This design comes from an exercise in tuning for small area and a short achievable clock period on the open sky130 flow, not from production work. Function was checked by simulation only, so behaviour that the tests miss may differ from the original.

==> run.sh <==
#!/bin/bash
# synth_recipe.tcl (not shown) runs the flow's synth.tcl, then flattens the netlist and writes it again
# the make line also repeats each setting of config.mk as NAME=value (left out here)
make -C /OpenROAD-flow-scripts/flow DESIGN_CONFIG=/design/flow/config.mk WORK_HOME=/design/flow/orfs CLKGATE_MAP_FILE= SYNTH_SCRIPT=/design/flow/synth_recipe.tcl finish
==> config.mk <==
export PLATFORM = sky130hd
export DESIGN_NAME = P_MUL
export DESIGN_NICKNAME = P_MUL
export VERILOG_FILES = /design/flow/design.v
export SDC_FILE = /design/flow/constraint.sdc
export NUM_CORES = 4
export LEC_CHECK = 0
export CAP_MARGIN = 20
export CORE_MARGIN = 2
export CORE_UTILIZATION = 40
export SLEW_MARGIN = 20
==> constraint.sdc <==
create_clock -name core_clock -period 10.0 [get_ports {clk}]
set_input_delay 2.0000 -clock core_clock [delete_from_list [all_inputs] [get_ports {clk}]]
set_output_delay 2.0000 -clock core_clock [all_outputs]
set_load 0.01 [all_outputs]
==> design.v <==
module P_MUL(
	in_1,
	in_2,
	in_3,
	in_valid,
	rst_n,
	clk,
    out_valid,
	out
);
input [46:0] in_1, in_2;
input [47:0] in_3;
input in_valid, rst_n, clk;
output reg out_valid;
output reg [95:0] out;
reg [23:0] A1, A2, B1, B2;
reg [95:0] A1B1, A1B2, A2B1, A2B2;
reg out_start;
integer i;
always @(posedge clk or negedge rst_n) begin
	if (!rst_n) begin
		i <= 0;
		out <= 0;
		out_valid <= 0;
		out_start <= 0;
	end else  begin
		if(i != 5)
			i <= i+1;
		else
			out_start <= 1;
		{A1, A2} <= in_1 + in_2;
		{B1, B2} <= in_3;
		A1B1 <= ((A1 * B1) << 48);
		A1B2 <= ((A1 * B2) << 24);
		A2B1 <= ((A2 * B1) << 24);
		A2B2 <= (A2 * B2);
		out <= A1B1 + A1B2 + A2B1 + A2B2;
		out_valid <= out_start;
	end
end
endmodule
==> impl_metrics.json <==
{
  "synth_edf_count": 288,
  "cp.required_ns": 10.39,
  "critPathArrivalTime_ns": 9.03,
  "cts_tree": "done",
  "wl_per_cell_um": 20.60,
  "syn-instance-count": 10060,
  "r2r-end": "A2B1[65]",
  "rsz0062_at_grt": "false",
  "dp_hpwl_um": 211000,
  "areaGrowthSynthToFinish_pct": 8.441,
  "die_y_um": 490.5,
  "final_layout_size_suffix_gt1_share_pct": 3.068,
  "synth_most_common_cell": "inv_1",
  "routed_wl_um": 271900,
  "cp_max_fo": 21,
  "post-cts-setup-buffers": 0,
  "cts_resized": 0,
  "hold_depth": 0,
  "grt_max_degree": 85,
  "relSlewSlack_pct": 20.13,
  "setup_violations": 0,
  "crit_path_max_incr_delay_ns": 0.94,
  "grt_overflow_total": 0,
  "slew_violations": 0,
  "finClkSkew_ns": 0.07551,
  "synth_cell_types": 71,
  "via_per_inst": 5.175,
  "first_pass_iters": 6,
  "die_x_um": 490.5,
  "fin_nets": 12910,
  "vias": 68290,
  "cts_max_level": 2,
  "ant_nets": 0,
  "crit_type": "flop to flop",
  "num_rows": 178,
  "yosysWarnings": 1,
  "clock_latency_ns": 0.71,
  "min_from": "A2B2[1]",
  "hold_viol": 0,
  "post-route-period-util_pct": 86.38,
  "worst_slack_ns": 1.362,
  "grt_first_pass_wirelength_um": 431300,
  "dp_cells": 13090,
  "grt_pass1_vias": 74780,
  "dieArea_mm2": 0.2406,
  "ios": 242,
  "drc": 0,
  "ff2ff_setup_slack_ns": 1.36,
  "syn_area_mm2": 0.09468,
  "ys_seq_elements": 418,
  "crit_chain": "buf_4 -> buf_4 -> nand2_1 -> fa_1 -> inv_1 -> fa_1 -> inv_1 -> fa_1 -> inv_1 -> fa_1 -> fa_1 -> fa_1 -> inv_1 -> fa_1 -> inv_1 -> ha_1 -> o21a_1 -> o211a_1 -> o2111ai_1 -> a211oi_1 -> a21oi_1 -> o21ai_0 -> a221oi_1 -> xnor2_1",
  "synth_largest_area_cell": "fa_1",
  "synthFlopType": "edfxtp_1",
  "gp_congestion": 0.9046,
  "io_buffers": 240,
  "cts_hold_buf": 0,
  "critPathCaptureType": "flop",
  "worstMarginPinSlew_ns": 1.198,
  "async_reset_ff_share_pct": 31.10,
  "setup_tns_ns": 0,
  "numCtsBuffers": 53,
  "status": "complete, no violations",
  "reg2reg_from": "A2[7]",
  "grt_usage_pct": 23.02,
  "syn_area_per_cell_um2": 9.415,
  "initial_core_util_pct": 40.26,
  "hold_path_class": "flop to flop",
  "core-area_mm2": 0.2352,
  "crit_top_cell": "fa_1",
  "drv_cap": 0,
  "cts.sink_count": 418,
  "fmax_mhz": 115.8,
  "worstRegToRegCells": 24,
  "ys_seq_area_share_pct": 12.57,
  "final_cells": 13200,
  "cts_max_path_buffers": 3,
  "antenna_found_initial": 17,
  "drt_first_iter_violations": 5195,
  "hold_end": "out[1]",
  "min_period_ns": 8.638,
  "worstSetupStartpointType": "flop",
  "synthTopCellsByArea": "fa_1 42%, ha_1 10%, edfxtp_1 9.1%",
  "synth_top_area_share_pct": 41.82,
  "clkTransAtPathRegs_ns": 0.07,
  "dp_slack_ns": 1.641,
  "synthesis.nets": 12970,
  "synthTopCellsByCount": "2254 x inv_1, 1978 x fa_1, 1334 x nand2_1, 1153 x and2_1, 793 x ha_1",
  "clock-root-buffer": "clkbuf_16",
  "crit_slowest_cell": "edfxtp_1"
}
==> per-layer routing <==
| layer | track usage (%) | vias up | part of all wire [%] |
|---|---|---|---|
| met1 | 31.95 | 35120 | 43 |
| met5 | 0 | - | 0.016 |
| met3 | 4.214 | 480 | 8.5 |
| met4 | 6.601 | 8 | 3.0 |
| met2 | 36.78 | 2786 | 46 |
| li1 | - | 29890 | - |
==> layout make-up <==
type	instances	area, µm²
Fill cell	22870	132500
Antenna cell	7	17.52
Clock buffer	63	1478
Sequential cell	418	11900
Clock inverter	35	451.7
Tap cell	3150	3941
Timing Repair Buffer	424	4136
Inverter	2254	8461
Multi-Input combinational cell	6846	72280
==> how the worst max path moves through the flow <==
stage	start	end	slack [ns]
after global routing	A2[9]	A2B1[65]	1.05
after detailed placement	A2[7]	A2B1[65]	1.64
after CTS	A2[7]	A2B1[65]	1.53
after floorplan	B2[3]	A2B2[47]	2.81
final	A2[7]	A2B1[65]	1.36
after global placement	B1[1]	A2B1[65]	1.65
==> placed cells by master, fill, tap and decap left out, drive strengths merged, types with 47 or more instances in the layout <==
master | synthesis | layout
inv | 2254 | 2262
fa | 1978 | 1978
nand2 | 1334 | 1334
and2 | 1153 | 1153
ha | 793 | 793
edfxtp | 288 | 288
a21oi | 271 | 271
clkdlybuf4s50 | 0 | 239
xnor2 | 211 | 211
buf | 20 | 185
a21o | 169 | 169
nor2 | 142 | 142
dfrtp | 130 | 130
o21ai | 118 | 118
xor2 | 107 | 107
clkbuf | 518 | 63
nand3 | 58 | 58
nand4 | 55 | 55
o21bai | 47 | 47
==> worst max-delay path: cells and delay by family (launching register included) <==
kind	cells	cell delay [ns]
buffers and inverters	7	1.08
XOR/XNOR	1	0.15
AND/OR/NAND/NOR	1	0.11
AO/OA/AOI/OAI	7	2.10
adder cells (fa/ha/maj)	8	3.94
flip-flops	1	0.94
==> logic make-up (layout without fill, tap and decap cells) <==
logic type	after synthesis	in the layout	synth area share, %
adders and majority gates	2771	2771	52.30
and+or+nand+nor	2937	2937	15.49
DFF	418	418	12.57
xor gates and xnor gates	318	318	2.942
other	0	7	0
AOI/OAI and AO/OA	818	818	5.582
buffers and inverters	2792	2776	11.09
muxes	2	2	0.02115
==> flip-flops by register name (all words and copies together) (netlist names) <==
| signal | flops |
|---|---|
| out | 96 |
| B1 | 24 |
| A2 | 24 |
| out_valid | 1 |
| out_start | 1 |
| A1B1 | 48 |
| B2 | 24 |
| A1B2 | 48 |
| A2B2 | 48 |
| i | 32 |
| A1 | 24 |
| A2B1 | 48 |
==> per-stage QoR <==
stage	area [µm²]	util [%]	hold WS, ns
floorplan	94680	-	0.3306
global placement	100600	42.77	0.3368
detailed placement	100700	42.82	0.3362
CTS	102600	43.64	0.3399
global route	102700	43.65	0.3543
finish	102700	43.65	0.3410

-- what the ideal ports hide --
How much do the figures lean on ideal ports? The routed layout below was timed once more, with nothing changed but the port constraints. Step 1: set_driving_cell puts a clkbuf_16 on clk and a buf_2 on each other input, an assumption about the parent block. Step 2 times the ports against the registers' clock, not the clock port: input delays grow and output delays shrink by t, the midpoint of the rising clock arrivals with the driver on. Slacks: ideal ports / drivers / drivers and shift; pairs: ideal ports / drivers.
t, ns: 0.764
slack for setup (ns): 1.362 / 1.362 / 1.362
worst setup path after step 2: register to register
After both steps this run still meets setup and hold. For this run, drivers alone change the setup slack by 0.000 ns; drivers and shift together by 0.000 ns.
